Background: an optimization exercise with open tools, aiming at small area, a short achievable clock period and few clock cycles. Do not read the settings as production practice. At most, simulation tests tie the RTL to the original design; equivalence was not proved. For run 1, only the layout was checked, not whether the RTL still works.

## flow/config.mk

```make
export PLATFORM = sky130hd
export DESIGN_NAME = CONVEX
export DESIGN_NICKNAME = CONVEX
export VERILOG_FILES = /design/flow/design.v
export SDC_FILE = /design/flow/constraint.sdc
export NUM_CORES = 4
export LEC_CHECK = 0
export CAP_MARGIN = 20
export CORE_MARGIN = 2
export CORE_UTILIZATION = 55
export SETUP_SLACK_MARGIN = 5
export SLEW_MARGIN = 20
```

## flow/constraint.sdc

```tcl
create_clock -name core_clock -period 8.5 [get_ports {CLK}]
set_input_delay 1.7000 -clock core_clock [delete_from_list [all_inputs] [get_ports {CLK}]]
set_output_delay 1.7000 -clock core_clock [all_outputs]
set_load 0.01 [all_outputs]
```

## flow/design.v

```verilog
module CONVEX(
input               CLK,
input               RST,
input       [4:0]   PT_XY,
output reg          READ_PT,
output reg  [9:0]   DROP_X,
output reg  [9:0]   DROP_Y,
output reg          DROP_V);
reg  [2:0]  rx_cnt;
reg  [19:0] rx;
reg         rx_full;
reg  [19:0] pn;
reg         pn_v;
reg  [1:0]  npts;
wire        accept   = READ_PT && (rx_cnt == 3'd0 || rx_cnt == 3'd1);
wire [2:0]  rx_cnt_n = accept ? 3'd4 : (rx_cnt != 3'd0 ? rx_cnt - 3'd1 : 3'd0);
wire        rx_done  = (rx_cnt == 3'd1);
wire        pn_take;                        
wire        rx_move  = rx_full && (!pn_v || pn_take);
wire        rx_full_n = rx_done || (rx_full && !rx_move);
wire        pn_v_n    = rx_move || (pn_v && !pn_take);
always @(posedge CLK) begin
    if (rx_cnt != 3'd0) rx <= {rx[14:0], PT_XY};
    if (rx_move) pn <= rx;
end
always @(posedge CLK or posedge RST) begin
    if (RST) begin
        rx_cnt  <= 3'd0;
        rx_full <= 1'b0;
        pn_v    <= 1'b0;
        READ_PT <= 1'b1;
    end
    else begin
        rx_cnt  <= rx_cnt_n;
        rx_full <= rx_full_n;
        pn_v    <= pn_v_n;
        READ_PT <= !rx_full_n && (rx_cnt_n == 3'd0 || (rx_cnt_n == 3'd1 && !pn_v_n));
    end
end
reg  [19:0] Q [0:11];
reg  [3:0]  cnt;
wire        pop;
reg  [1:0]  npush;
reg  [19:0] D0, D1;
wire [3:0]  base = cnt - {3'd0, pop};
reg  [12:0] at;                             
integer j;
always @(*) begin
    for (j = 0; j < 13; j = j + 1) at[j] = (cnt == j);
end
always @(posedge CLK) begin
    for (j = 0; j < 12; j = j + 1) begin
        if (pop ? at[j+1] : at[j])
            Q[j] <= D0;
        else if (j > 0 && (pop ? at[j] : at[(j > 0) ? j - 1 : 0]))
            Q[j] <= D1;
        else if (pop && j < 11)
            Q[j] <= Q[(j < 11) ? j + 1 : 11];
    end
end
always @(posedge CLK or posedge RST) begin
    if (RST) cnt <= 4'd0;
    else     cnt <= vout ? cnt_n1 : cnt_n0;
end
reg         in_pass, need_last;
reg  [3:0]  popcnt;
reg  [19:0] FIRST, PREV, PT;
reg         fin;                            
reg  [3:0]  Hp;                             
wire        fin_set;
wire [3:0]  Hp_new;
wire        can_pop = (cnt >= 4'd2) || (cnt != 4'd0 && fin);
wire        last_is = in_pass && need_last;                 
wire        start   = (!in_pass || last_is) && pn_v && npts == 2'd2 && cnt != 4'd0;
wire        direct  = pn_v && npts != 2'd2;             
wire        mid_pop = in_pass && !need_last && can_pop;
assign      pop     = start || mid_pop;
assign      pn_take = start || direct;
wire        issue   = mid_pop || last_is;
wire [19:0] B       = need_last ? FIRST : Q[0];
always @(posedge CLK) begin
    if (start) begin
        FIRST <= Q[0];
        PT    <= pn;
    end
    if (pop) PREV <= Q[0];
end
always @(posedge CLK or posedge RST) begin
    if (RST) begin
        in_pass   <= 1'b0;
        need_last <= 1'b0;
        popcnt    <= 4'd0;
        npts      <= 2'd0;
        fin       <= 1'b0;
        Hp        <= 4'd0;
    end
    else begin
        if (direct) begin
            npts <= npts + 2'd1;
            if (npts == 2'd1) begin
                fin <= 1'b1;
                Hp  <= 4'd2;
            end
        end
        if (last_is) begin
            in_pass   <= 1'b0;
            need_last <= 1'b0;
            fin       <= 1'b0;
        end
        if (start) begin
            in_pass <= 1'b1;
            popcnt  <= 4'd1;
        end
        else if (mid_pop) begin
            popcnt <= popcnt + 4'd1;
            if (fin && popcnt + 4'd1 == Hp) need_last <= 1'b1;
        end
        if (fin_set) begin
            fin <= 1'b1;
            Hp  <= Hp_new;
        end
    end
end
reg         s1_v, s1_first, s1_last;
reg  [19:0] s1_A;
reg  [10:0] s1_aX, s1_nY;
reg  [5:0]  s1_oneY, s1_twoY, s1_negY, s1_oneX, s1_twoX, s1_negX;
reg         s2_v, s2_first, s2_last;
reg  [19:0] s2_A;
reg  [22:0] s2_r0, s2_r1, s2_r2;
function [17:0] booth;
    input [10:0] m;
    reg   [12:0] e;
    integer k;
    begin
        e = {m[10], m, 1'b0};
        for (k = 0; k < 6; k = k + 1) begin
            booth[k]      = e[2*k+1] ^ e[2*k];
            booth[6 + k]  = (e[2*k+2] & ~e[2*k+1] & ~e[2*k]) | (~e[2*k+2] & e[2*k+1] & e[2*k]);
            booth[12 + k] = e[2*k+2];
        end
    end
endfunction
wire [10:0] i_bX = {1'b0, B[19:10]} - {1'b0, PT[19:10]};
wire [10:0] i_bY = {1'b0, B[9:0]}   - {1'b0, PT[9:0]};
always @(posedge CLK) begin
    s1_A  <= PREV;
    s1_aX <= {1'b0, PREV[19:10]} - {1'b0, PT[19:10]};
    s1_nY <= {1'b0, PT[9:0]}     - {1'b0, PREV[9:0]};
    {s1_negY, s1_twoY, s1_oneY} <= booth(i_bY);
    {s1_negX, s1_twoX, s1_oneX} <= booth(i_bX);
    s1_first <= (popcnt == 4'd1);
    s1_last  <= need_last;
end
wire [22:0] cs_r0, cs_r1, cs_r2;
CXS cxs(.aX(s1_aX), .nY(s1_nY),
        .oneY(s1_oneY), .twoY(s1_twoY), .negY(s1_negY),
        .oneX(s1_oneX), .twoX(s1_twoX), .negX(s1_negX),
        .r0(cs_r0), .r1(cs_r1), .r2(cs_r2));
always @(posedge CLK) begin
    s2_A  <= s1_A;
    s2_r0 <= cs_r0;
    s2_r1 <= cs_r1;
    s2_r2 <= cs_r2;
    s2_first <= s1_first;
    s2_last  <= s1_last;
end
wire [22:0] cs_s = s2_r0 ^ s2_r1 ^ s2_r2;
wire [22:0] cs_c = {(s2_r0[21:0] & s2_r1[21:0]) | (s2_r0[21:0] & s2_r2[21:0]) | (s2_r1[21:0] & s2_r2[21:0]), 1'b0};
wire [22:0] cs_t = cs_s + cs_c;
wire        s3_v     = s2_v;
wire        s3_first = s2_first;
wire        s3_last  = s2_last;
wire        s3_vis   = cs_t[22];
wire [19:0] s3_A     = s2_A;
always @(posedge CLK or posedge RST) begin
    if (RST) begin
        s1_v <= 1'b0;
        s2_v <= 1'b0;
    end
    else begin
        s1_v <= issue;
        s2_v <= s1_v;
    end
end
reg         prev_vis, vis0, anyvis;
reg  [19:0] R0, PD;
reg  [3:0]  Hrun;
reg         pend, pend_drop0, pend_ins0, pend_inside;
wire        vin   = prev_vis;
wire        vout  = s3_vis;
wire        dec   = s3_v && !s3_first;
wire        drop  = dec && vin && vout;
wire        ins   = dec && vout && !vin;
wire        drop0 = vout && vis0;
wire        ins0  = vis0 && !vout;
wire [3:0]  Hrun_m2 = Hrun - 4'd2;
wire [3:0]  Hrun_m1 = Hrun - 4'd1;
wire [3:0]  Hrun_p1 = Hrun + 4'd1;
wire [3:0]  Hrun_n  = !vout ? Hrun : vin ? Hrun_m1 : Hrun_p1;
assign      fin_set = dec && s3_last;
wire [3:0]  Hp_v0   = vis0 ? Hrun_p1 : Hrun;
wire [3:0]  Hp_v1   = vin ? (vis0 ? Hrun_m2 : Hrun_m1) : (vis0 ? Hrun : Hrun_p1);
assign      Hp_new  = vout ? Hp_v1 : Hp_v0;
wire [1:0]  pend_n  = pend_drop0 ? 2'd0 : pend_ins0 ? 2'd2 : 2'd1;
wire [1:0]  npush0  = direct ? 2'd1 : pend ? pend_n : dec ? 2'd1 : 2'd0;
wire [1:0]  npush1  = direct ? 2'd1 : pend ? pend_n : dec ? (vin ? 2'd0 : 2'd2) : 2'd0;
wire [3:0]  cnt_n0  = (npush0 == 2'd0) ? base : (npush0 == 2'd1) ? base + 4'd1 : base + 4'd2;
wire [3:0]  cnt_n1  = (npush1 == 2'd0) ? base : (npush1 == 2'd1) ? base + 4'd1 : base + 4'd2;
always @(*) begin
    npush = vout ? npush1 : npush0;
    D0 = direct ? pn : pend ? R0 : s3_A;
    D1 = PD;
end
always @(posedge CLK) begin
    if (s3_v && s3_first) begin
        R0 <= s3_A;
        PD <= PT;
        vis0 <= s3_vis;
        prev_vis <= s3_vis;
        anyvis <= s3_vis;
        Hrun <= Hp;
    end
    else if (dec) begin
        prev_vis <= s3_vis;
        anyvis <= anyvis | s3_vis;
        Hrun <= Hrun_n;
    end
    if (fin_set) begin
        pend_drop0  <= drop0;
        pend_ins0   <= ins0;
        pend_inside <= !(anyvis || vout);
    end
end
always @(posedge CLK or posedge RST) begin
    if (RST) pend <= 1'b0;
    else     pend <= fin_set;
end
always @(posedge CLK) begin
    if (pend)
        {DROP_X, DROP_Y} <= pend_drop0 ? R0 : PD;
    else
        {DROP_X, DROP_Y} <= s3_A;
end
always @(posedge CLK or posedge RST) begin
    if (RST) DROP_V <= 1'b0;
    else     DROP_V <= pend ? (pend_drop0 || pend_inside) : drop;
end
endmodule
module CXS(input [10:0] aX, input [10:0] nY,
           input [5:0] oneY, input [5:0] twoY, input [5:0] negY,
           input [5:0] oneX, input [5:0] twoX, input [5:0] negX,
           output [22:0] r0, output [22:0] r1, output [22:0] r2);
wire pY0_0 = ((oneY[0] & aX[0]) | (twoY[0] & 1'b0)) ^ negY[0];
wire pY0_1 = ((oneY[0] & aX[1]) | (twoY[0] & aX[0])) ^ negY[0];
wire pY0_2 = ((oneY[0] & aX[2]) | (twoY[0] & aX[1])) ^ negY[0];
wire pY0_3 = ((oneY[0] & aX[3]) | (twoY[0] & aX[2])) ^ negY[0];
wire pY0_4 = ((oneY[0] & aX[4]) | (twoY[0] & aX[3])) ^ negY[0];
wire pY0_5 = ((oneY[0] & aX[5]) | (twoY[0] & aX[4])) ^ negY[0];
wire pY0_6 = ((oneY[0] & aX[6]) | (twoY[0] & aX[5])) ^ negY[0];
wire pY0_7 = ((oneY[0] & aX[7]) | (twoY[0] & aX[6])) ^ negY[0];
wire pY0_8 = ((oneY[0] & aX[8]) | (twoY[0] & aX[7])) ^ negY[0];
wire pY0_9 = ((oneY[0] & aX[9]) | (twoY[0] & aX[8])) ^ negY[0];
wire pY0_10 = ((oneY[0] & aX[10]) | (twoY[0] & aX[9])) ^ negY[0];
wire pY0_11 = ((oneY[0] & aX[10]) | (twoY[0] & aX[10])) ^ negY[0];
wire pY1_0 = ((oneY[1] & aX[0]) | (twoY[1] & 1'b0)) ^ negY[1];
wire pY1_1 = ((oneY[1] & aX[1]) | (twoY[1] & aX[0])) ^ negY[1];
wire pY1_2 = ((oneY[1] & aX[2]) | (twoY[1] & aX[1])) ^ negY[1];
wire pY1_3 = ((oneY[1] & aX[3]) | (twoY[1] & aX[2])) ^ negY[1];
wire pY1_4 = ((oneY[1] & aX[4]) | (twoY[1] & aX[3])) ^ negY[1];
wire pY1_5 = ((oneY[1] & aX[5]) | (twoY[1] & aX[4])) ^ negY[1];
wire pY1_6 = ((oneY[1] & aX[6]) | (twoY[1] & aX[5])) ^ negY[1];
wire pY1_7 = ((oneY[1] & aX[7]) | (twoY[1] & aX[6])) ^ negY[1];
wire pY1_8 = ((oneY[1] & aX[8]) | (twoY[1] & aX[7])) ^ negY[1];
wire pY1_9 = ((oneY[1] & aX[9]) | (twoY[1] & aX[8])) ^ negY[1];
wire pY1_10 = ((oneY[1] & aX[10]) | (twoY[1] & aX[9])) ^ negY[1];
wire pY1_11 = ((oneY[1] & aX[10]) | (twoY[1] & aX[10])) ^ negY[1];
wire pY2_0 = ((oneY[2] & aX[0]) | (twoY[2] & 1'b0)) ^ negY[2];
wire pY2_1 = ((oneY[2] & aX[1]) | (twoY[2] & aX[0])) ^ negY[2];
wire pY2_2 = ((oneY[2] & aX[2]) | (twoY[2] & aX[1])) ^ negY[2];
wire pY2_3 = ((oneY[2] & aX[3]) | (twoY[2] & aX[2])) ^ negY[2];
wire pY2_4 = ((oneY[2] & aX[4]) | (twoY[2] & aX[3])) ^ negY[2];
wire pY2_5 = ((oneY[2] & aX[5]) | (twoY[2] & aX[4])) ^ negY[2];
wire pY2_6 = ((oneY[2] & aX[6]) | (twoY[2] & aX[5])) ^ negY[2];
wire pY2_7 = ((oneY[2] & aX[7]) | (twoY[2] & aX[6])) ^ negY[2];
wire pY2_8 = ((oneY[2] & aX[8]) | (twoY[2] & aX[7])) ^ negY[2];
wire pY2_9 = ((oneY[2] & aX[9]) | (twoY[2] & aX[8])) ^ negY[2];
wire pY2_10 = ((oneY[2] & aX[10]) | (twoY[2] & aX[9])) ^ negY[2];
wire pY2_11 = ((oneY[2] & aX[10]) | (twoY[2] & aX[10])) ^ negY[2];
wire pY3_0 = ((oneY[3] & aX[0]) | (twoY[3] & 1'b0)) ^ negY[3];
wire pY3_1 = ((oneY[3] & aX[1]) | (twoY[3] & aX[0])) ^ negY[3];
wire pY3_2 = ((oneY[3] & aX[2]) | (twoY[3] & aX[1])) ^ negY[3];
wire pY3_3 = ((oneY[3] & aX[3]) | (twoY[3] & aX[2])) ^ negY[3];
wire pY3_4 = ((oneY[3] & aX[4]) | (twoY[3] & aX[3])) ^ negY[3];
wire pY3_5 = ((oneY[3] & aX[5]) | (twoY[3] & aX[4])) ^ negY[3];
wire pY3_6 = ((oneY[3] & aX[6]) | (twoY[3] & aX[5])) ^ negY[3];
wire pY3_7 = ((oneY[3] & aX[7]) | (twoY[3] & aX[6])) ^ negY[3];
wire pY3_8 = ((oneY[3] & aX[8]) | (twoY[3] & aX[7])) ^ negY[3];
wire pY3_9 = ((oneY[3] & aX[9]) | (twoY[3] & aX[8])) ^ negY[3];
wire pY3_10 = ((oneY[3] & aX[10]) | (twoY[3] & aX[9])) ^ negY[3];
wire pY3_11 = ((oneY[3] & aX[10]) | (twoY[3] & aX[10])) ^ negY[3];
wire pY4_0 = ((oneY[4] & aX[0]) | (twoY[4] & 1'b0)) ^ negY[4];
wire pY4_1 = ((oneY[4] & aX[1]) | (twoY[4] & aX[0])) ^ negY[4];
wire pY4_2 = ((oneY[4] & aX[2]) | (twoY[4] & aX[1])) ^ negY[4];
wire pY4_3 = ((oneY[4] & aX[3]) | (twoY[4] & aX[2])) ^ negY[4];
wire pY4_4 = ((oneY[4] & aX[4]) | (twoY[4] & aX[3])) ^ negY[4];
wire pY4_5 = ((oneY[4] & aX[5]) | (twoY[4] & aX[4])) ^ negY[4];
wire pY4_6 = ((oneY[4] & aX[6]) | (twoY[4] & aX[5])) ^ negY[4];
wire pY4_7 = ((oneY[4] & aX[7]) | (twoY[4] & aX[6])) ^ negY[4];
wire pY4_8 = ((oneY[4] & aX[8]) | (twoY[4] & aX[7])) ^ negY[4];
wire pY4_9 = ((oneY[4] & aX[9]) | (twoY[4] & aX[8])) ^ negY[4];
wire pY4_10 = ((oneY[4] & aX[10]) | (twoY[4] & aX[9])) ^ negY[4];
wire pY4_11 = ((oneY[4] & aX[10]) | (twoY[4] & aX[10])) ^ negY[4];
wire pY5_0 = ((oneY[5] & aX[0]) | (twoY[5] & 1'b0)) ^ negY[5];
wire pY5_1 = ((oneY[5] & aX[1]) | (twoY[5] & aX[0])) ^ negY[5];
wire pY5_2 = ((oneY[5] & aX[2]) | (twoY[5] & aX[1])) ^ negY[5];
wire pY5_3 = ((oneY[5] & aX[3]) | (twoY[5] & aX[2])) ^ negY[5];
wire pY5_4 = ((oneY[5] & aX[4]) | (twoY[5] & aX[3])) ^ negY[5];
wire pY5_5 = ((oneY[5] & aX[5]) | (twoY[5] & aX[4])) ^ negY[5];
wire pY5_6 = ((oneY[5] & aX[6]) | (twoY[5] & aX[5])) ^ negY[5];
wire pY5_7 = ((oneY[5] & aX[7]) | (twoY[5] & aX[6])) ^ negY[5];
wire pY5_8 = ((oneY[5] & aX[8]) | (twoY[5] & aX[7])) ^ negY[5];
wire pY5_9 = ((oneY[5] & aX[9]) | (twoY[5] & aX[8])) ^ negY[5];
wire pY5_10 = ((oneY[5] & aX[10]) | (twoY[5] & aX[9])) ^ negY[5];
wire pY5_11 = ((oneY[5] & aX[10]) | (twoY[5] & aX[10])) ^ negY[5];
wire pX0_0 = ((oneX[0] & nY[0]) | (twoX[0] & 1'b0)) ^ negX[0];
wire pX0_1 = ((oneX[0] & nY[1]) | (twoX[0] & nY[0])) ^ negX[0];
wire pX0_2 = ((oneX[0] & nY[2]) | (twoX[0] & nY[1])) ^ negX[0];
wire pX0_3 = ((oneX[0] & nY[3]) | (twoX[0] & nY[2])) ^ negX[0];
wire pX0_4 = ((oneX[0] & nY[4]) | (twoX[0] & nY[3])) ^ negX[0];
wire pX0_5 = ((oneX[0] & nY[5]) | (twoX[0] & nY[4])) ^ negX[0];
wire pX0_6 = ((oneX[0] & nY[6]) | (twoX[0] & nY[5])) ^ negX[0];
wire pX0_7 = ((oneX[0] & nY[7]) | (twoX[0] & nY[6])) ^ negX[0];
wire pX0_8 = ((oneX[0] & nY[8]) | (twoX[0] & nY[7])) ^ negX[0];
wire pX0_9 = ((oneX[0] & nY[9]) | (twoX[0] & nY[8])) ^ negX[0];
wire pX0_10 = ((oneX[0] & nY[10]) | (twoX[0] & nY[9])) ^ negX[0];
wire pX0_11 = ((oneX[0] & nY[10]) | (twoX[0] & nY[10])) ^ negX[0];
wire pX1_0 = ((oneX[1] & nY[0]) | (twoX[1] & 1'b0)) ^ negX[1];
wire pX1_1 = ((oneX[1] & nY[1]) | (twoX[1] & nY[0])) ^ negX[1];
wire pX1_2 = ((oneX[1] & nY[2]) | (twoX[1] & nY[1])) ^ negX[1];
wire pX1_3 = ((oneX[1] & nY[3]) | (twoX[1] & nY[2])) ^ negX[1];
wire pX1_4 = ((oneX[1] & nY[4]) | (twoX[1] & nY[3])) ^ negX[1];
wire pX1_5 = ((oneX[1] & nY[5]) | (twoX[1] & nY[4])) ^ negX[1];
wire pX1_6 = ((oneX[1] & nY[6]) | (twoX[1] & nY[5])) ^ negX[1];
wire pX1_7 = ((oneX[1] & nY[7]) | (twoX[1] & nY[6])) ^ negX[1];
wire pX1_8 = ((oneX[1] & nY[8]) | (twoX[1] & nY[7])) ^ negX[1];
wire pX1_9 = ((oneX[1] & nY[9]) | (twoX[1] & nY[8])) ^ negX[1];
wire pX1_10 = ((oneX[1] & nY[10]) | (twoX[1] & nY[9])) ^ negX[1];
wire pX1_11 = ((oneX[1] & nY[10]) | (twoX[1] & nY[10])) ^ negX[1];
wire pX2_0 = ((oneX[2] & nY[0]) | (twoX[2] & 1'b0)) ^ negX[2];
wire pX2_1 = ((oneX[2] & nY[1]) | (twoX[2] & nY[0])) ^ negX[2];
wire pX2_2 = ((oneX[2] & nY[2]) | (twoX[2] & nY[1])) ^ negX[2];
wire pX2_3 = ((oneX[2] & nY[3]) | (twoX[2] & nY[2])) ^ negX[2];
wire pX2_4 = ((oneX[2] & nY[4]) | (twoX[2] & nY[3])) ^ negX[2];
wire pX2_5 = ((oneX[2] & nY[5]) | (twoX[2] & nY[4])) ^ negX[2];
wire pX2_6 = ((oneX[2] & nY[6]) | (twoX[2] & nY[5])) ^ negX[2];
wire pX2_7 = ((oneX[2] & nY[7]) | (twoX[2] & nY[6])) ^ negX[2];
wire pX2_8 = ((oneX[2] & nY[8]) | (twoX[2] & nY[7])) ^ negX[2];
wire pX2_9 = ((oneX[2] & nY[9]) | (twoX[2] & nY[8])) ^ negX[2];
wire pX2_10 = ((oneX[2] & nY[10]) | (twoX[2] & nY[9])) ^ negX[2];
wire pX2_11 = ((oneX[2] & nY[10]) | (twoX[2] & nY[10])) ^ negX[2];
wire pX3_0 = ((oneX[3] & nY[0]) | (twoX[3] & 1'b0)) ^ negX[3];
wire pX3_1 = ((oneX[3] & nY[1]) | (twoX[3] & nY[0])) ^ negX[3];
wire pX3_2 = ((oneX[3] & nY[2]) | (twoX[3] & nY[1])) ^ negX[3];
wire pX3_3 = ((oneX[3] & nY[3]) | (twoX[3] & nY[2])) ^ negX[3];
wire pX3_4 = ((oneX[3] & nY[4]) | (twoX[3] & nY[3])) ^ negX[3];
wire pX3_5 = ((oneX[3] & nY[5]) | (twoX[3] & nY[4])) ^ negX[3];
wire pX3_6 = ((oneX[3] & nY[6]) | (twoX[3] & nY[5])) ^ negX[3];
wire pX3_7 = ((oneX[3] & nY[7]) | (twoX[3] & nY[6])) ^ negX[3];
wire pX3_8 = ((oneX[3] & nY[8]) | (twoX[3] & nY[7])) ^ negX[3];
wire pX3_9 = ((oneX[3] & nY[9]) | (twoX[3] & nY[8])) ^ negX[3];
wire pX3_10 = ((oneX[3] & nY[10]) | (twoX[3] & nY[9])) ^ negX[3];
wire pX3_11 = ((oneX[3] & nY[10]) | (twoX[3] & nY[10])) ^ negX[3];
wire pX4_0 = ((oneX[4] & nY[0]) | (twoX[4] & 1'b0)) ^ negX[4];
wire pX4_1 = ((oneX[4] & nY[1]) | (twoX[4] & nY[0])) ^ negX[4];
wire pX4_2 = ((oneX[4] & nY[2]) | (twoX[4] & nY[1])) ^ negX[4];
wire pX4_3 = ((oneX[4] & nY[3]) | (twoX[4] & nY[2])) ^ negX[4];
wire pX4_4 = ((oneX[4] & nY[4]) | (twoX[4] & nY[3])) ^ negX[4];
wire pX4_5 = ((oneX[4] & nY[5]) | (twoX[4] & nY[4])) ^ negX[4];
wire pX4_6 = ((oneX[4] & nY[6]) | (twoX[4] & nY[5])) ^ negX[4];
wire pX4_7 = ((oneX[4] & nY[7]) | (twoX[4] & nY[6])) ^ negX[4];
wire pX4_8 = ((oneX[4] & nY[8]) | (twoX[4] & nY[7])) ^ negX[4];
wire pX4_9 = ((oneX[4] & nY[9]) | (twoX[4] & nY[8])) ^ negX[4];
wire pX4_10 = ((oneX[4] & nY[10]) | (twoX[4] & nY[9])) ^ negX[4];
wire pX4_11 = ((oneX[4] & nY[10]) | (twoX[4] & nY[10])) ^ negX[4];
wire pX5_0 = ((oneX[5] & nY[0]) | (twoX[5] & 1'b0)) ^ negX[5];
wire pX5_1 = ((oneX[5] & nY[1]) | (twoX[5] & nY[0])) ^ negX[5];
wire pX5_2 = ((oneX[5] & nY[2]) | (twoX[5] & nY[1])) ^ negX[5];
wire pX5_3 = ((oneX[5] & nY[3]) | (twoX[5] & nY[2])) ^ negX[5];
wire pX5_4 = ((oneX[5] & nY[4]) | (twoX[5] & nY[3])) ^ negX[5];
wire pX5_5 = ((oneX[5] & nY[5]) | (twoX[5] & nY[4])) ^ negX[5];
wire pX5_6 = ((oneX[5] & nY[6]) | (twoX[5] & nY[5])) ^ negX[5];
wire pX5_7 = ((oneX[5] & nY[7]) | (twoX[5] & nY[6])) ^ negX[5];
wire pX5_8 = ((oneX[5] & nY[8]) | (twoX[5] & nY[7])) ^ negX[5];
wire pX5_9 = ((oneX[5] & nY[9]) | (twoX[5] & nY[8])) ^ negX[5];
wire pX5_10 = ((oneX[5] & nY[10]) | (twoX[5] & nY[9])) ^ negX[5];
wire pX5_11 = ((oneX[5] & nY[10]) | (twoX[5] & nY[10])) ^ negX[5];
wire neg5s = negY[5] ^ negX[5];
wire neg5c = negY[5] & negX[5];
wire w1 = pY0_6 ^ pY1_4;
wire w2 = pY0_6 & pY1_4;
wire w3 = pY0_8 ^ pY1_6 ^ pY2_4;
wire w4 = (pY0_8 & pY1_6) | (pY0_8 & pY2_4) | (pY1_6 & pY2_4);
wire w5 = pY3_2 ^ pY4_0;
wire w6 = pY3_2 & pY4_0;
wire w7 = pY0_9 ^ pY1_7 ^ pY2_5;
wire w8 = (pY0_9 & pY1_7) | (pY0_9 & pY2_5) | (pY1_7 & pY2_5);
wire w9 = pY3_3 ^ pY4_1;
wire w10 = pY3_3 & pY4_1;
wire w11 = pY0_10 ^ pY1_8 ^ pY2_6;
wire w12 = (pY0_10 & pY1_8) | (pY0_10 & pY2_6) | (pY1_8 & pY2_6);
wire w13 = pY3_4 ^ pY4_2 ^ pY5_0;
wire w14 = (pY3_4 & pY4_2) | (pY3_4 & pY5_0) | (pY4_2 & pY5_0);
wire w15 = pX0_10 ^ pX1_8 ^ pX2_6;
wire w16 = (pX0_10 & pX1_8) | (pX0_10 & pX2_6) | (pX1_8 & pX2_6);
wire w17 = ~pY0_11 ^ pY1_9 ^ pY2_7;
wire w18 = (~pY0_11 & pY1_9) | (~pY0_11 & pY2_7) | (pY1_9 & pY2_7);
wire w19 = pY3_5 ^ pY4_3 ^ pY5_1;
wire w20 = (pY3_5 & pY4_3) | (pY3_5 & pY5_1) | (pY4_3 & pY5_1);
wire w21 = ~pX0_11 ^ pX1_9 ^ pX2_7;
wire w22 = (~pX0_11 & pX1_9) | (~pX0_11 & pX2_7) | (pX1_9 & pX2_7);
wire w23 = pX3_5 ^ pX4_3;
wire w24 = pX3_5 & pX4_3;
wire w25 = pY1_10 ^ pY2_8 ^ pY3_6;
wire w26 = (pY1_10 & pY2_8) | (pY1_10 & pY3_6) | (pY2_8 & pY3_6);
wire w27 = pY4_4 ^ pY5_2 ^ pX1_10;
wire w28 = (pY4_4 & pY5_2) | (pY4_4 & pX1_10) | (pY5_2 & pX1_10);
wire w29 = pX2_8 ^ pX3_6 ^ pX4_4;
wire w30 = (pX2_8 & pX3_6) | (pX2_8 & pX4_4) | (pX3_6 & pX4_4);
wire w31 = ~pY1_11 ^ pY2_9 ^ pY3_7;
wire w32 = (~pY1_11 & pY2_9) | (~pY1_11 & pY3_7) | (pY2_9 & pY3_7);
wire w33 = pY4_5 ^ pY5_3 ^ ~pX1_11;
wire w34 = (pY4_5 & pY5_3) | (pY4_5 & ~pX1_11) | (pY5_3 & ~pX1_11);
wire w35 = pX2_9 ^ pX3_7;
wire w36 = pX2_9 & pX3_7;
wire w37 = pY2_10 ^ pY3_8 ^ pY4_6;
wire w38 = (pY2_10 & pY3_8) | (pY2_10 & pY4_6) | (pY3_8 & pY4_6);
wire w39 = ~pY2_11 ^ pY3_9;
wire w40 = ~pY2_11 & pY3_9;
wire w41 = pY0_4 ^ pY1_2 ^ pY2_0;
wire w42 = (pY0_4 & pY1_2) | (pY0_4 & pY2_0) | (pY1_2 & pY2_0);
wire w43 = pY0_5 ^ pY1_3;
wire w44 = pY0_5 & pY1_3;
wire w45 = w1 ^ pY2_2 ^ pY3_0;
wire w46 = (w1 & pY2_2) | (w1 & pY3_0) | (pY2_2 & pY3_0);
wire w47 = negY[3] ^ pX0_6 ^ pX1_4;
wire w48 = (negY[3] & pX0_6) | (negY[3] & pX1_4) | (pX0_6 & pX1_4);
wire w49 = pY0_7 ^ pY1_5 ^ pY2_3;
wire w50 = (pY0_7 & pY1_5) | (pY0_7 & pY2_3) | (pY1_5 & pY2_3);
wire w51 = pY3_1 ^ pX0_7 ^ pX1_5;
wire w52 = (pY3_1 & pX0_7) | (pY3_1 & pX1_5) | (pX0_7 & pX1_5);
wire w53 = pX2_3 ^ pX3_1;
wire w54 = pX2_3 & pX3_1;
wire w55 = w3 ^ w5 ^ negY[4];
wire w56 = (w3 & w5) | (w3 & negY[4]) | (w5 & negY[4]);
wire w57 = pX0_8 ^ pX1_6 ^ pX2_4;
wire w58 = (pX0_8 & pX1_6) | (pX0_8 & pX2_4) | (pX1_6 & pX2_4);
wire w59 = pX3_2 ^ pX4_0 ^ negX[4];
wire w60 = (pX3_2 & pX4_0) | (pX3_2 & negX[4]) | (pX4_0 & negX[4]);
wire w61 = w7 ^ w9 ^ pX0_9;
wire w62 = (w7 & w9) | (w7 & pX0_9) | (w9 & pX0_9);
wire w63 = pX1_7 ^ pX2_5 ^ pX3_3;
wire w64 = (pX1_7 & pX2_5) | (pX1_7 & pX3_3) | (pX2_5 & pX3_3);
wire w65 = pX4_1 ^ w4 ^ w6;
wire w66 = (pX4_1 & w4) | (pX4_1 & w6) | (w4 & w6);
wire w67 = w11 ^ w13 ^ w15;
wire w68 = (w11 & w13) | (w11 & w15) | (w13 & w15);
wire w69 = pX3_4 ^ pX4_2 ^ pX5_0;
wire w70 = (pX3_4 & pX4_2) | (pX3_4 & pX5_0) | (pX4_2 & pX5_0);
wire w71 = neg5s ^ w8 ^ w10;
wire w72 = (neg5s & w8) | (neg5s & w10) | (w8 & w10);
wire w73 = w17 ^ w19 ^ w21;
wire w74 = (w17 & w19) | (w17 & w21) | (w19 & w21);
wire w75 = w23 ^ pX5_1 ^ neg5c;
wire w76 = (w23 & pX5_1) | (w23 & neg5c) | (pX5_1 & neg5c);
wire w77 = w12 ^ w14 ^ w16;
wire w78 = (w12 & w14) | (w12 & w16) | (w14 & w16);
wire w79 = w25 ^ w27 ^ w29;
wire w80 = (w25 & w27) | (w25 & w29) | (w27 & w29);
wire w81 = pX5_2 ^ 1'b1 ^ w18;
wire w82 = (pX5_2 & 1'b1) | (pX5_2 & w18) | (1'b1 & w18);
wire w83 = w20 ^ w22 ^ w24;
wire w84 = (w20 & w22) | (w20 & w24) | (w22 & w24);
wire w85 = w31 ^ w33 ^ w35;
wire w86 = (w31 & w33) | (w31 & w35) | (w33 & w35);
wire w87 = pX4_5 ^ pX5_3 ^ 1'b1;
wire w88 = (pX4_5 & pX5_3) | (pX4_5 & 1'b1) | (pX5_3 & 1'b1);
wire w89 = w26 ^ w28 ^ w30;
wire w90 = (w26 & w28) | (w26 & w30) | (w28 & w30);
wire w91 = w37 ^ pY5_4 ^ pX2_10;
wire w92 = (w37 & pY5_4) | (w37 & pX2_10) | (pY5_4 & pX2_10);
wire w93 = pX3_8 ^ pX4_6 ^ pX5_4;
wire w94 = (pX3_8 & pX4_6) | (pX3_8 & pX5_4) | (pX4_6 & pX5_4);
wire w95 = w32 ^ w34 ^ w36;
wire w96 = (w32 & w34) | (w32 & w36) | (w34 & w36);
wire w97 = w39 ^ pY4_7 ^ pY5_5;
wire w98 = (w39 & pY4_7) | (w39 & pY5_5) | (pY4_7 & pY5_5);
wire w99 = ~pX2_11 ^ pX3_9 ^ pX4_7;
wire w100 = (~pX2_11 & pX3_9) | (~pX2_11 & pX4_7) | (pX3_9 & pX4_7);
wire w101 = pX5_5 ^ 1'b1 ^ w38;
wire w102 = (pX5_5 & 1'b1) | (pX5_5 & w38) | (1'b1 & w38);
wire w103 = pY3_10 ^ pY4_8 ^ pY5_6;
wire w104 = (pY3_10 & pY4_8) | (pY3_10 & pY5_6) | (pY4_8 & pY5_6);
wire w105 = pX3_10 ^ pX4_8 ^ pX5_6;
wire w106 = (pX3_10 & pX4_8) | (pX3_10 & pX5_6) | (pX4_8 & pX5_6);
wire w107 = ~pY3_11 ^ pY4_9 ^ pY5_7;
wire w108 = (~pY3_11 & pY4_9) | (~pY3_11 & pY5_7) | (pY4_9 & pY5_7);
wire w109 = ~pX3_11 ^ pX4_9;
wire w110 = ~pX3_11 & pX4_9;
wire w111 = pY0_2 ^ pY1_0 ^ negY[1];
wire w112 = (pY0_2 & pY1_0) | (pY0_2 & negY[1]) | (pY1_0 & negY[1]);
wire w113 = pY0_3 ^ pY1_1;
wire w114 = pY0_3 & pY1_1;
wire w115 = w41 ^ negY[2] ^ pX0_4;
wire w116 = (w41 & negY[2]) | (w41 & pX0_4) | (negY[2] & pX0_4);
wire w117 = pX1_2 ^ pX2_0;
wire w118 = pX1_2 & pX2_0;
wire w119 = w43 ^ pY2_1 ^ pX0_5;
wire w120 = (w43 & pY2_1) | (w43 & pX0_5) | (pY2_1 & pX0_5);
wire w121 = pX1_3 ^ pX2_1 ^ w42;
wire w122 = (pX1_3 & pX2_1) | (pX1_3 & w42) | (pX2_1 & w42);
wire w123 = w45 ^ w47 ^ pX2_2;
wire w124 = (w45 & w47) | (w45 & pX2_2) | (w47 & pX2_2);
wire w125 = pX3_0 ^ negX[3] ^ w44;
wire w126 = (pX3_0 & negX[3]) | (pX3_0 & w44) | (negX[3] & w44);
wire w127 = w49 ^ w51 ^ w53;
wire w128 = (w49 & w51) | (w49 & w53) | (w51 & w53);
wire w129 = w2 ^ w46 ^ w48;
wire w130 = (w2 & w46) | (w2 & w48) | (w46 & w48);
wire w131 = w55 ^ w57 ^ w59;
wire w132 = (w55 & w57) | (w55 & w59) | (w57 & w59);
wire w133 = w50 ^ w52 ^ w54;
wire w134 = (w50 & w52) | (w50 & w54) | (w52 & w54);
wire w135 = w61 ^ w63 ^ w65;
wire w136 = (w61 & w63) | (w61 & w65) | (w63 & w65);
wire w137 = w56 ^ w58 ^ w60;
wire w138 = (w56 & w58) | (w56 & w60) | (w58 & w60);
wire w139 = w67 ^ w69 ^ w71;
wire w140 = (w67 & w69) | (w67 & w71) | (w69 & w71);
wire w141 = w62 ^ w64 ^ w66;
wire w142 = (w62 & w64) | (w62 & w66) | (w64 & w66);
wire w143 = w73 ^ w75 ^ w77;
wire w144 = (w73 & w75) | (w73 & w77) | (w75 & w77);
wire w145 = w68 ^ w70 ^ w72;
wire w146 = (w68 & w70) | (w68 & w72) | (w70 & w72);
wire w147 = w79 ^ w81 ^ w83;
wire w148 = (w79 & w81) | (w79 & w83) | (w81 & w83);
wire w149 = w74 ^ w76 ^ w78;
wire w150 = (w74 & w76) | (w74 & w78) | (w76 & w78);
wire w151 = w85 ^ w87 ^ w89;
wire w152 = (w85 & w87) | (w85 & w89) | (w87 & w89);
wire w153 = w80 ^ w82 ^ w84;
wire w154 = (w80 & w82) | (w80 & w84) | (w82 & w84);
wire w155 = w91 ^ w93 ^ w95;
wire w156 = (w91 & w93) | (w91 & w95) | (w93 & w95);
wire w157 = w86 ^ w88 ^ w90;
wire w158 = (w86 & w88) | (w86 & w90) | (w88 & w90);
wire w159 = w97 ^ w99 ^ w101;
wire w160 = (w97 & w99) | (w97 & w101) | (w99 & w101);
wire w161 = w92 ^ w94 ^ w96;
wire w162 = (w92 & w94) | (w92 & w96) | (w94 & w96);
wire w163 = w103 ^ w105 ^ w40;
wire w164 = (w103 & w105) | (w103 & w40) | (w105 & w40);
wire w165 = w98 ^ w100 ^ w102;
wire w166 = (w98 & w100) | (w98 & w102) | (w100 & w102);
wire w167 = w107 ^ w109 ^ pX5_7;
wire w168 = (w107 & w109) | (w107 & pX5_7) | (w109 & pX5_7);
wire w169 = 1'b1 ^ w104 ^ w106;
wire w170 = (1'b1 & w104) | (1'b1 & w106) | (w104 & w106);
wire w171 = pY4_10 ^ pY5_8 ^ pX4_10;
wire w172 = (pY4_10 & pY5_8) | (pY4_10 & pX4_10) | (pY5_8 & pX4_10);
wire w173 = pX5_8 ^ w108 ^ w110;
wire w174 = (pX5_8 & w108) | (pX5_8 & w110) | (w108 & w110);
wire w175 = ~pY4_11 ^ pY5_9 ^ ~pX4_11;
wire w176 = (~pY4_11 & pY5_9) | (~pY4_11 & ~pX4_11) | (pY5_9 & ~pX4_11);
wire w177 = pX5_9 ^ 1'b1;
wire w178 = pX5_9 & 1'b1;
wire w179 = pY0_0 ^ negY[0];
wire w180 = pY0_0 & negY[0];
wire w181 = w111 ^ pX0_2;
wire w182 = w111 & pX0_2;
wire w183 = w113 ^ pX0_3 ^ pX1_1;
wire w184 = (w113 & pX0_3) | (w113 & pX1_1) | (pX0_3 & pX1_1);
wire w185 = w115 ^ w117 ^ negX[2];
wire w186 = (w115 & w117) | (w115 & negX[2]) | (w117 & negX[2]);
wire w187 = w119 ^ w121 ^ w116;
wire w188 = (w119 & w121) | (w119 & w116) | (w121 & w116);
wire w189 = w123 ^ w125 ^ w120;
wire w190 = (w123 & w125) | (w123 & w120) | (w125 & w120);
wire w191 = w127 ^ w129 ^ w124;
wire w192 = (w127 & w129) | (w127 & w124) | (w129 & w124);
wire w193 = w131 ^ w133 ^ w128;
wire w194 = (w131 & w133) | (w131 & w128) | (w133 & w128);
wire w195 = w135 ^ w137 ^ w132;
wire w196 = (w135 & w137) | (w135 & w132) | (w137 & w132);
wire w197 = w139 ^ w141 ^ w136;
wire w198 = (w139 & w141) | (w139 & w136) | (w141 & w136);
wire w199 = w143 ^ w145 ^ w140;
wire w200 = (w143 & w145) | (w143 & w140) | (w145 & w140);
wire w201 = w147 ^ w149 ^ w144;
wire w202 = (w147 & w149) | (w147 & w144) | (w149 & w144);
wire w203 = w151 ^ w153 ^ w148;
wire w204 = (w151 & w153) | (w151 & w148) | (w153 & w148);
wire w205 = w155 ^ w157 ^ w152;
wire w206 = (w155 & w157) | (w155 & w152) | (w157 & w152);
wire w207 = w159 ^ w161 ^ w156;
wire w208 = (w159 & w161) | (w159 & w156) | (w161 & w156);
wire w209 = w163 ^ w165 ^ w160;
wire w210 = (w163 & w165) | (w163 & w160) | (w165 & w160);
wire w211 = w167 ^ w169 ^ w164;
wire w212 = (w167 & w169) | (w167 & w164) | (w169 & w164);
wire w213 = w171 ^ w173 ^ w168;
wire w214 = (w171 & w173) | (w171 & w168) | (w173 & w168);
wire w215 = w175 ^ w177 ^ w172;
wire w216 = (w175 & w177) | (w175 & w172) | (w177 & w172);
wire w217 = pY5_10 ^ pX5_10 ^ w176;
wire w218 = (pY5_10 & pX5_10) | (pY5_10 & w176) | (pX5_10 & w176);
wire w219 = ~pY5_11 ^ ~pX5_11;
wire w220 = ~pY5_11 & ~pX5_11;
assign r0 = {w220, w219, w217, w215, w213, w211, w209, w207, w205, w203, w201, w199, w197, w195, w193, w191, w189, w187, w185, w183, w181, pY0_1, w179};
assign r1 = {1'b0, 1'b1, w178, w174, w170, w166, w162, w158, w154, w150, w146, w142, w138, w134, w130, w126, w122, w118, w114, w112, pX1_0, pX0_1, pX0_0};
assign r2 = {1'b0, w218, w216, w214, w212, w210, w208, w206, w204, w202, w200, w198, w196, w194, w192, w190, w188, w186, w184, w182, negX[1], w180, negX[0]};
endmodule
```

## flow/run.sh

```bash
#!/bin/bash
# synth_recipe.tcl (not shown) runs the flow's synth.tcl, then flattens the netlist and writes it again
# the make line also repeats each setting of config.mk as NAME=value (left out here)
make -C /OpenROAD-flow-scripts/flow DESIGN_CONFIG=/design/flow/config.mk WORK_HOME=/design/flow/orfs CLKGATE_MAP_FILE= SYNTH_SCRIPT=/design/flow/synth_recipe.tcl finish
```

==> results.sh, run 1 <==
export IMPL_r2r_cells=8
export IMPL_r2r_start="s1_twoY[1]"
export IMPL_rsz0062_at_grt="yes"
export IMPL_synth_seq_cells=603
export IMPL_synth_ff_type="edfxtp_1"
export IMPL_finalCritPeriodShare_pct=40.5
export IMPL_cp_cell_sequence="clkdlybuf4s50_1"
export IMPL_yosys_warnings=2
export IMPL_grt_max_degree=66
export IMPL_layout_drive_gt1_share_pct=10.3
export IMPL_drtPass1Iterations=6
export IMPL_worst_pin_slew_ns=1.10
export IMPL_synth_cell_types=75
export IMPL_drt_iter0_drc=1245
export IMPL_r2r_end="s2_r0[10]"
export IMPL_postRouteAntennaNets=0
export IMPL_synth_compound_gate_area_share_pct=9.84
export IMPL_synth_top_family_by_area="adder cells"
export IMPL_highest_layer="met4"
export IMPL_relSlewSlack_pct=25.8
export IMPL_met2WireLength_mm=33.2
export IMPL_drv_slew=0
export IMPL_synth_simple_gate_area_share_pct=6.58
export IMPL_slowest_stage="dfstp_2"
export IMPL_drt_met1_wl_mm=31.4
export IMPL_synthAdderAreaFrac_pct=11.0
export IMPL_clock_sinks=603
export IMPL_gp_congestion=0.927
export IMPL_critPathMaxStageDelay_ns=0.59
export IMPL_synth_xor_xnor_area_share_pct=5.64
export IMPL_io_pins=29
export IMPL_worstPathMaxFanout=3
export IMPL_worstPathArrival_ns=1.74
export IMPL_path_buf_inv=1
export IMPL_clockBufferDepth=3
export IMPL_synth_mux_area_share_pct=10.1
export IMPL_crit_type="flip-flop to primary output"
export IMPL_coreArea_sq_mm=0.0564
export IMPL_synth_area_sq_mm=0.0313
export IMPL_start_util_pct=55.6
export IMPL_antenna_cells=0
export IMPL_worstPathRequired_ns=6.80
export IMPL_rows=87
export IMPL_synth_fp_nets=2944
export IMPL_path_clk_slew_ns=0.06
export IMPL_r2r_setup_slack_ns=5.10
export IMPL_insertion_delay_ns=0.61
export IMPL_syn_to_final_growth_pct=10.5
export IMPL_setup_tns_ns=0
export IMPL_path_delay_family="flip-flops"
export IMPL_cp_end_kind="primary output"
export IMPL_hp_class="flip-flop to flip-flop"
export IMPL_grt_pass1_wl_mm=111
export IMPL_max_cap_viol_count=0
export IMPL_viasPerCell=5.58
export IMPL_wl_per_cell_um=19.9
export IMPL_avgSynthCellArea_sq_um=11.5
export IMPL_htreeDepth=3
export IMPL_max_freq_ghz=0.290
export IMPL_route_detailed_drc=0
export IMPL_die_h_um=243
export IMPL_status="finished clean"
export IMPL_final_nets=2901
export IMPL_wl_met3_mm=2.63
export IMPL_worst_path_stages=1
export IMPL_vias=19467
export IMPL_clock_skew_ns=0.0216
export IMPL_cts_hold_buffers=0
export IMPL_cts_buffers=67
export IMPL_io_buffers=28
export IMPL_seq_area_frac_synth_pct=51.4
export IMPL_dp_hpwl_mm=47.4
export IMPL_crit_end="READ_PT"
export IMPL_antenna_found_initial=2
export IMPL_fin_hold_ws_ns=0.325
export IMPL_wl_mm=69.3
export IMPL_cts_tree="yes"
export IMPL_ys_async_sr_fraction_pct=4.48
export IMPL_fillers=4590
export IMPL_cp_start_kind="flip-flop"
export IMPL_clockRootBuffer="clkbuf_16"
export IMPL_synth_enable_flop_cells=390
export IMPL_synth_cells=2730
export IMPL_finalCriticalPeriod_ns=3.44
export IMPL_die_w_um=243
export IMPL_grt_use_total_pct=23.8
export IMPL_die_area_sq_mm=0.0589
export IMPL_grt_pass1_vias=19638
export IMPL_setup_viol=0
export IMPL_crit_start="READ_PT"
export IMPL_gr_total_overflow=0
export IMPL_hold_viol_final=0
-- cells in the final DEF (no fill, tap or decap), types with 7 or more instances in the layout --
master,count
fa_1,112
o21ai_2,8
dfxtp_2,16
buf_4,42
dfrtp_1,24
clkdlybuf4s50_1,28
nand3_1,16
nor2_1,83
xor2_1,71
a21o_1,14
ha_1,95
and2_1,7
o21ai_1,92
inv_1,227
clkinv_2,9
nor2b_1,17
o21ai_0,174
nand2_1,284
a22oi_1,101
dfxtp_1,170
clkbuf_16,69
mux2i_1,248
a21oi_1,61
clkbuf_1,13
bufinv_16,7
xnor2_1,125
mux2_2,60
edfxtp_1,390
or2_2,7
nand2b_1,18
-- cells by family after synthesis --
kind of cell             after synthesis
flip-flops                           603
AO/OA/AOI/OAI                        516
AND/OR/NAND/NOR                      473
buffers and inverters                422
multiplexers                         310
adder cells (fa/ha/maj)              208
XOR/XNOR                             198
-- worst min-delay path by stage --
| stage | startpoint | to | slack (ns) | depth (start not counted) |
|---|---|---|---|---|
| floorplan | s1_A[0] | s2_A[0] | 0.31 | 0 |
| global placement | s1_last | s2_last | 0.31 | 0 |
| detailed placement | s1_A[1] | s2_A[1] | 0.31 | 0 |
| CTS | s1_A[1] | s2_A[1] | 0.33 | 0 |
| global route | s1_last | s2_last | 0.34 | 0 |
| finish | s1_A[1] | s2_A[1] | 0.33 | 0 |
-- timing repair --
action,CTS,global route
endpoints found under the hold margin,0,0
pin swaps,1,1
cloned,1,0
gates resized for setup,8,34
setup buffers,2,3
setup endpoints to repair,196,168
-- final cells by class --
cell class              count  area, sq um  share of cell area (%)
clock buffers              87         1840                    5.33
clock inverters            30          364                    1.05
inverters                 231          876                    2.53
multi-input cells        1706        13700                    39.7
flip-flops and latches    603        16100                    46.6
well taps                 756          946                    2.73
repair buffers             78          728                    2.10
-- Yosys cell counts, types with 4 or more instances --
master    instances  area, sq um
a211oi_1          5         37.5
edfxtp_1        390        11700
a22oi_1         102          766
nor2b_1          19          119
dfxtp_1         186         3720
nand2_1         285         1070
ha_1             95         1190
nor2_1           88          330
and2_1            7         43.8
xor2_1           71          622
dfrtp_1          26          651
buf_6             4         45.0
o31ai_1           5         37.5
mux2_2           60          676
o21a_1            6         45.0
a21oi_1          64          320
clkbuf_1        144          541
o21ai_0         186          931
o21ai_1          89          445
buf_1            17         63.8
fa_1            112         2240
nor3_1            4         20.0
xnor2_1         125         1090
buf_4            16          120
a31oi_1           4         25.0
nor3b_1           5         37.5
buf_2            10         50.1
mux2i_1         250         2500
a21o_1           14          105
or2_2             7         43.8
nand2b_1         18          113
a21boi_0          5         37.5
nand3_1          17         85.1
inv_1           229          860
-- per-layer routing --
layer / up-vias / global-route usage, %
met4: 0 / 8.17
met5: - / 0
met3: 145 / 3.64
met1: 9547 / 32.0
li1: 9327 / -
met2: 448 / 39.7
-- flip-flops by register name, indices dropped and copies added, names as in the netlist, 10 cells and up --
name,count
Q,240
s2_r0,23
s2_r2,22
s2_r1,21
FIRST,20
PD,20
PREV,20
PT,20
R0,20
pn,20
rx,20
s1_A,20
s2_A,20
s1_aX,11
s1_nY,11
DROP_X,10
DROP_Y,10
-- metrics by stage --
step                instances  instance area (sq um)  worst slack, ns  util [%]
floorplan                2730                  31300             5.04         -
global placement         3366                  32200             4.65      57.1
detailed placement       3367                  32200             4.60      57.1
CTS                      3487                  34500             4.96      61.2
global route             3491                  34600             4.96      61.4
finish                   3491                  34600             5.06      61.4
==> inputs of run 2 (changes only) <==
--- a/flow/design.v
+++ b/flow/design.v
@@ -2,7 +2,7 @@
 input               CLK,
 input               RST,
 input       [4:0]   PT_XY,
-output reg          READ_PT,
+output              READ_PT,
 output reg  [9:0]   DROP_X,
 output reg  [9:0]   DROP_Y,
 output reg          DROP_V);
@@ -12,29 +12,34 @@
 reg  [19:0] pn;
 reg         pn_v;
 reg  [1:0]  npts;
+reg         rp_n;                           
+assign      READ_PT = !rp_n;
 wire        accept   = READ_PT && (rx_cnt == 3'd0 || rx_cnt == 3'd1);
 wire [2:0]  rx_cnt_n = accept ? 3'd4 : (rx_cnt != 3'd0 ? rx_cnt - 3'd1 : 3'd0);
 wire        rx_done  = (rx_cnt == 3'd1);
 wire        pn_take;                        
-wire        rx_move  = rx_full && (!pn_v || pn_take);
-wire        rx_full_n = rx_done || (rx_full && !rx_move);
-wire        pn_v_n    = rx_move || (pn_v && !pn_take);
+wire        pn_free  = !pn_v || pn_take;
+wire        rx_move  = rx_full && pn_free;
+wire        rx_byp   = rx_done && pn_free;
+wire        rx_full_n = (rx_done && !pn_free) || (rx_full && !rx_move);
+wire        pn_v_n    = rx_move || rx_byp || (pn_v && !pn_take);
 always @(posedge CLK) begin
     if (rx_cnt != 3'd0) rx <= {rx[14:0], PT_XY};
-    if (rx_move) pn <= rx;
+    if (rx_move)     pn <= rx;
+    else if (rx_byp) pn <= {rx[14:0], PT_XY};
 end
 always @(posedge CLK or posedge RST) begin
     if (RST) begin
         rx_cnt  <= 3'd0;
         rx_full <= 1'b0;
         pn_v    <= 1'b0;
-        READ_PT <= 1'b1;
+        rp_n    <= 1'b0;
     end
     else begin
         rx_cnt  <= rx_cnt_n;
         rx_full <= rx_full_n;
         pn_v    <= pn_v_n;
-        READ_PT <= !rx_full_n && (rx_cnt_n == 3'd0 || (rx_cnt_n == 3'd1 && !pn_v_n));
+        rp_n    <= !(!rx_full_n && (rx_cnt_n == 3'd0 || (rx_cnt_n == 3'd1 && !pn_v_n)));
     end
 end
 reg  [19:0] Q [0:11];
@@ -69,11 +74,11 @@
 reg  [3:0]  Hp;                             
 wire        fin_set;
 wire [3:0]  Hp_new;
-wire        can_pop = (cnt >= 4'd2) || (cnt != 4'd0 && fin);
+wire        all_popped = fin && (popcnt == Hp);
 wire        last_is = in_pass && need_last;                 
 wire        start   = (!in_pass || last_is) && pn_v && npts == 2'd2 && cnt != 4'd0;
 wire        direct  = pn_v && npts != 2'd2;             
-wire        mid_pop = in_pass && !need_last && can_pop;
+wire        mid_pop = in_pass && !need_last && !all_popped && cnt != 4'd0;
 assign      pop     = start || mid_pop;
 assign      pn_take = start || direct;
 wire        issue   = mid_pop || last_is;
@@ -115,6 +120,8 @@
             popcnt <= popcnt + 4'd1;
             if (fin && popcnt + 4'd1 == Hp) need_last <= 1'b1;
         end
+        else if (in_pass && !need_last && all_popped)
+            need_last <= 1'b1;
         if (fin_set) begin
             fin <= 1'b1;
             Hp  <= Hp_new;
==> results.sh, run 2 <==
export IMPL_synth_seq_cells=603
export IMPL_avgSynthCellArea_sq_um=11.0
export IMPL_die_h_um=244
export IMPL_vias=21070
export IMPL_cts_tree="yes"
export IMPL_place_area_sq_mm=0.0325
export IMPL_rsz0062_at_grt="yes"
export IMPL_clock_skew_ns=0.0268
export IMPL_cp_end_kind="flip-flop"
export IMPL_cts_buffers=67
export IMPL_synth_top_cell_area_share_pct=37.0
export IMPL_gp_congestion=0.907
export IMPL_max_freq_ghz=0.294
export IMPL_gr_total_overflow=0
export IMPL_coreArea_sq_mm=0.0567
export IMPL_clock_sinks=603
export IMPL_yosys_warnings=2
export IMPL_status="finished clean"
export IMPL_layout_commonest_cell="edfxtp_1"
export IMPL_drtPass1Iterations=7
export IMPL_largest_register="Q"
export IMPL_die_w_um=244
export IMPL_final_nets=3044
export IMPL_final_cell_mix="edfxtp_1, a21oi_1, inv_1"
export IMPL_grt_use_total_pct=26.3
export IMPL_fin_hold_ws_ns=0.325
export IMPL_worstPathMaxFanout=11
export IMPL_hold_viol_final=0
export IMPL_dp_hpwl_mm=54.3
export IMPL_io_buffers=28
export IMPL_yosys_top_cells_count="edfxtp_1, a21oi_1, inv_1"
export IMPL_grt_pass1_wl_mm=121
export IMPL_cts_hold_buffers=0
export IMPL_ys_async_sr_fraction_pct=4.48
export IMPL_synth_most_common_cell="edfxtp_1"
export IMPL_final_cells=3640
export IMPL_crit_type="flip-flop to flip-flop"
export IMPL_hp_class="flip-flop to flip-flop"
export IMPL_antenna_found_initial=0
export IMPL_worst_pin_slew_ns=1.17
export IMPL_setup_viol=0
export IMPL_viasPerCell=5.79
export IMPL_final_setup_worst_slack_ns=5.10
export IMPL_drt_iter0_drc=1538
export IMPL_synth_area_leader_cell="edfxtp_1"
export IMPL_cp_start_kind="flip-flop"
export IMPL_rows=87
export IMPL_route_detailed_drc=0
export IMPL_grt_pass1_vias=20749
export IMPL_worstPathRequired_ns=8.97
export IMPL_fin_area_sq_mm=0.0349
export IMPL_insertion_delay_ns=0.61
export IMPL_synth_enable_flop_cells=390
export IMPL_worstPathArrival_ns=3.87
export IMPL_syn_to_final_growth_pct=10.3
export IMPL_die_area_sq_mm=0.0595
export IMPL_synth_area_sq_mm=0.0317
export IMPL_placedCellCount=3507
export IMPL_synth_cell_types=77
export IMPL_finalCriticalPeriod_ns=3.40
export IMPL_postRouteAntennaNets=0
export IMPL_relSlewSlack_pct=22.2
export IMPL_netlist_top_cells_area="edfxtp_1, dfxtp_1, fa_1"
export IMPL_clockRootBuffer="clkbuf_16"
export IMPL_drv_slew=0
export IMPL_wl_mm=78.5
export IMPL_wl_per_cell_um=21.6
export IMPL_synth_fp_nets=3097
export IMPL_place_ws_ns=3.96
export IMPL_fillers=4633
export IMPL_clockBufferDepth=3
export IMPL_layout_drive_gt1_share_pct=9.37
export IMPL_grt_max_degree=61
export IMPL_finalCritPeriodShare_pct=40.0
export IMPL_synth_cells=2883
export IMPL_path_clk_slew_ns=0.06
export IMPL_largest_reg_flops=240
export IMPL_start_util_pct=55.8
export IMPL_io_pins=29
export IMPL_max_cap_viol_count=0
export IMPL_seq_area_frac_synth_pct=50.9
export IMPL_setup_tns_ns=0
export IMPL_final_util_pct=61.6
export IMPL_synth_ff_type="edfxtp_1"
export IMPL_reg_largest_list="Q: 240 flops, s2_r0: 23 flops, s2_r2: 22 flops"
export IMPL_htreeDepth=3
-- run 2: area by class of cell --
cell class                 count  area (sq um)  share of cell area (%)
antenna                        1          2.50                 0.00716
multi-input combinational   1848         14100                    40.3
inverter                     234           895                    2.56
timing repair buffer          76           721                    2.06
sequential                   603         16100                    46.2
clock buffer                  97          1950                    5.59
tap                          756           946                    2.71
clock inverter                25           200                   0.573
-- run 2: routing by layer --
| layer | track usage [%] | part of all wire [%] | vias up |
|---|---|---|---|
| met3 | 3.91 | 5.4 | 151 |
| met1 | 35.4 | 43 | 10329 |
| met2 | 44.2 | 48 | 638 |
| met4 | 8.23 | 2.7 | 0 |
| li1 | - | - | 9952 |
| met5 | 0 | 0 | - |
-- run 2: worst max-delay path, stage by stage (launching register included) --
cell	delay (ns)
dfxtp_1	0.66
a22oi_1	0.19
xor2_1	0.20
fa_1	0.55
inv_1	0.05
fa_1	0.50
inv_1	0.06
fa_1	0.53
inv_1	0.06
fa_1	0.46
-- run 2: path summary, 6_finish.rpt --
kind                              to  slack, ns  cells after the start      from
hold / removal              s2_A[17]       0.33                      0  s1_A[17]
setup reg to reg           s2_r0[10]       5.10                      9  s1_aX[4]
max in group asynchronous       pend       6.65                      3       RST
min in group asynchronous  rx_cnt[2]       1.47                      3       RST
hold reg to reg             s2_A[17]       0.33                      0  s1_A[17]
setup / recovery           s2_r0[10]       5.10                      9  s1_aX[4]
-- run 2: what timing repair did --
action | CTS | global route
setup endpoints to repair | 167 | 88
pin swaps | 2 | 4
buffers inserted | 1 | 5
gates resized for setup | 17 | 39
cloned | 1 | 3
hold endpoints to repair | 0 | 0
-- run 2: cells by family (layout without fill, tap and decap cells) --
| group | count (synthesis) | in the layout | synth area share [%] |
|---|---|---|---|
| compound gates | 706 | 706 | 13.1 |
| xor+xnor | 200 | 202 | 5.55 |
| fa+ha+maj | 207 | 207 | 10.8 |
| buf+inv | 434 | 432 | 5.48 |
| flops | 603 | 603 | 50.9 |
| mux | 209 | 209 | 6.76 |
| other cells | 0 | 1 | 0 |
| simple gates | 524 | 524 | 7.42 |
Testbench counts of run 2, summed over its fixed seeds: cycles 23,697.
==> inputs of run 3 (changes only) <==
==> flow/flow/run.sh (new file) <==
#!/bin/bash
set -euo pipefail
MARGIN=${MARGIN:-5.3}
sed -E "s/SETUP_SLACK_MARGIN=[0-9.]+/SETUP_SLACK_MARGIN=${MARGIN}/" standard.sh > standard_margin.sh
grep -q "SETUP_SLACK_MARGIN=${MARGIN}" standard_margin.sh
bash standard_margin.sh > flow.log 2>&1
==> flow/standard.sh (new file) <==
#!/bin/bash
# synth_recipe.tcl (not shown) runs the flow's synth.tcl, then flattens the netlist and writes it again
# the make line also repeats each setting of config.mk as NAME=value (left out here)
make -C /OpenROAD-flow-scripts/flow DESIGN_CONFIG=/design/flow/config.mk WORK_HOME=/design/flow/orfs CLKGATE_MAP_FILE= SYNTH_SCRIPT=/design/flow/synth_recipe.tcl "${@:-finish}"
removed: flow/run.sh
==> results.sh, run 3 <==
export IMPL_r2r_start="s2_r2[3]"
export IMPL_cts_tree="yes"
export IMPL_synth_ff_type="edfxtp_1"
export IMPL_clock_sinks=603
export IMPL_netlist_top_cells_area="edfxtp_1, dfxtp_1, fa_1"
export IMPL_synth_area_leader_cell="edfxtp_1"
export IMPL_synth_enable_flop_cells=390
export IMPL_dp_hpwl_mm=54.2
export IMPL_setup_tns_ns=0
export IMPL_gp_congestion=0.869
export IMPL_setup_viol=0
export IMPL_antenna_cells=0
export IMPL_htreeDepth=3
export IMPL_yosys_top_cells_count="edfxtp_1, a21oi_1, inv_1"
export IMPL_grt_pass1_wl_mm=123
export IMPL_hp_class="flip-flop to flip-flop"
export IMPL_min_to="s2_A[3]"
export IMPL_cp_end_kind="flip-flop"
export IMPL_postRouteAntennaNets=0
export IMPL_route_detailed_drc=0
export IMPL_gr_total_overflow=0
export IMPL_grt_use_total_pct=26.6
export IMPL_synth_most_common_cell="edfxtp_1"
export IMPL_vias=21232
export IMPL_max_freq_ghz=0.310
export IMPL_drv_slew=0
export IMPL_ys_async_sr_fraction_pct=4.48
export IMPL_worstPathRequired_ns=9.02
export IMPL_synth_cells=2883
export IMPL_grt_max_degree=62
export IMPL_final_nets=3061
export IMPL_antenna_found_initial=2
export IMPL_die_w_um=244
export IMPL_cts_buffers=67
export IMPL_r2r_end="cnt[3]"
export IMPL_rsz0062_at_grt="yes"
export IMPL_synth_area_sq_mm=0.0317
export IMPL_drtPass1Iterations=6
export IMPL_wl_mm=79.6
export IMPL_hold_viol_final=0
export IMPL_largest_register="Q"
export IMPL_placedCellCount=3506
export IMPL_r2r_setup_slack_ns=5.27
export IMPL_worst_pin_slew_ns=1.14
export IMPL_status="finished clean"
export IMPL_synth_seq_cells=603
export IMPL_start_util_pct=55.8
export IMPL_crit_type="flip-flop to flip-flop"
export IMPL_min_delay_path_depth=0
export IMPL_io_pins=29
export IMPL_io_buffers=28
export IMPL_largest_reg_flops=240
export IMPL_layout_commonest_cell="edfxtp_1"
export IMPL_final_util_pct=62.4
export IMPL_die_area_sq_mm=0.0595
export IMPL_cp_start_kind="flip-flop"
export IMPL_viasPerCell=5.81
export IMPL_final_cells=3656
export IMPL_die_h_um=244
export IMPL_synth_cell_types=77
export IMPL_place_ws_ns=3.99
export IMPL_max_cap_viol_count=0
export IMPL_synth_fp_nets=3097
export IMPL_clockRootBuffer="clkbuf_16"
export IMPL_finalCritPeriodShare_pct=38.0
export IMPL_coreArea_sq_mm=0.0567
export IMPL_layout_drive_gt1_share_pct=11.8
export IMPL_rows=87
export IMPL_worstPathMaxFanout=5
export IMPL_wl_per_cell_um=21.8
export IMPL_clockBufferDepth=3
export IMPL_worstPathArrival_ns=3.75
export IMPL_drt_iter0_drc=1726
export IMPL_final_cell_mix="edfxtp_1, a21oi_1, inv_1"
export IMPL_relSlewSlack_pct=23.9
export IMPL_insertion_delay_ns=0.60
export IMPL_yosys_warnings=2
export IMPL_reg_largest_list="Q: 240 flops, s2_r0: 23 flops, s2_r2: 22 flops"
export IMPL_seq_area_frac_synth_pct=50.9
export IMPL_finalCriticalPeriod_ns=3.23
export IMPL_syn_to_final_growth_pct=11.7
export IMPL_hp_start="s1_A[3]"
export IMPL_r2r_cells=14
export IMPL_grt_pass1_vias=20899
export IMPL_path_clk_slew_ns=0.06
export IMPL_clock_skew_ns=0.0241
export IMPL_final_setup_worst_slack_ns=5.27
export IMPL_synth_top_cell_area_share_pct=37.0
export IMPL_avgSynthCellArea_sq_um=11.0
## run 3: cell count changes in the layout (fill, tap and decap cells not counted), moves of 5 or more
cell / previous run / this run
a22oi_1: 101 / 91
a22oi_2: 1 / 11
buf_4: 41 / 46
buf_6: 2 / 9
clkdlybuf4s50_1: 28 / 18
dfxtp_1: 164 / 135
dfxtp_4: 0 / 32
dlygate4sd2_1: 0 / 5
dlymetal6s2s_1: 0 / 5
ha_1: 95 / 90
o21ai_0: 185 / 179
o21ai_1: 29 / 35
## run 3: kinds of logic after synthesis
logic type	count (synthesis)	synth area share, %
multiplexers	209	6.76
flip-flops	603	50.9
AND/OR/NAND/NOR	524	7.42
XOR/XNOR	200	5.55
adder cells (fa/ha/maj)	207	10.8
AO/OA/AOI/OAI	706	13.1
buffers and inverters	434	5.48
## run 3: how the worst max path moves through the flow
stage                     startpoint  endpoint  slack, ns  cells past startpoint
after CTS                   s2_r2[3]    cnt[3]       5.26                     14
after floorplan             s2_r0[3]   Hrun[0]       5.30                     12
final                       s2_r2[3]    cnt[3]       5.27                     14
after global placement     popcnt[2]   Q[5][5]       4.12                     12
after detailed placement       Hp[1]   Q[5][6]       3.99                     12
after global routing        s2_r2[3]    cnt[3]       5.15                     14
## run 3: layout make-up
| type | count | area [sq um] |
|---|---|---|
| Inverter | 234 | 896 |
| Sequential cell | 603 | 16300 |
| Clock inverter | 25 | 215 |
| Fill cell | 4584 | 21300 |
| Clock buffer | 97 | 1920 |
| Tap cell | 756 | 946 |
| Multi-Input combinational cell | 1848 | 14200 |
| Timing Repair inverter | 1 | 8.76 |
| Timing Repair Buffer | 92 | 903 |
## run 3: worst max-delay path, cell delays in order (launching register included)
cell and delay [ns]:
dfxtp_2 0.32, inv_2 0.04, fa_1 0.54, inv_2 0.05, ha_4 0.21, a21o_1 0.15
a211o_1 0.25, o211ai_1 0.28, nand3_2 0.19, a31oi_4 0.21, xnor2_2 0.14, buf_6 0.18
o21bai_2 0.12, a211oi_2 0.29, xnor2_1 0.16
## run 3: timing repair
action,in CTS,in global routing
hold buffers,0,0
cloned,4,3
gates resized for setup,115,75
pin swaps,13,12
buffers inserted,5,16
endpoints found under the setup margin,266,209
## run 3: stage by stage
| stage | cell area, sq um | hold slack, ns |
|---|---|---|
| after floorplan | 31700 | 0.310 |
| after global placement | 32400 | 0.313 |
| after detailed placement | 32400 | 0.312 |
| after CTS | 35000 | 0.325 |
| after global routing | 35400 | 0.332 |
| final | 35400 | 0.325 |
## run 3: metal layers
metal / global-route usage [%] / share of wire [%]
met5: 0 / 0
met4: 8.00 / 2.6
met1: 36.3 / 44
met2: 44.6 / 49
met3: 3.49 / 4.7

-- port drivers added, routing unchanged --
The flow's constraints put no driver on any port. The routed layouts listed below were extracted and timed again, unchanged, in two steps.
Step 1, drivers: a clkbuf_16 drives CLK and a buf_2 each remaining input, both assumed.
Step 2 times the ports against the registers' clock, not the clock port: input delays grow and output delays shrink by t, the midpoint of the rising clock arrivals with the driver on.
Slacks: ideal / step 1 / step 2; pairs: ideal / step 1.
run | t, ns | setup WS [ns] | worst setup path at the end | cell pins on the clock port's net
run 1 | 0.655 | 5.058 / 4.999 / 5.098 | register to register | 1
run 2 | 0.655 | 5.098 / 5.098 / 5.098 | register to register | 1
run 3 | 0.653 | 5.270 / 5.270 / 5.270 | register to register | 1
After both steps every run listed still meets setup and hold.
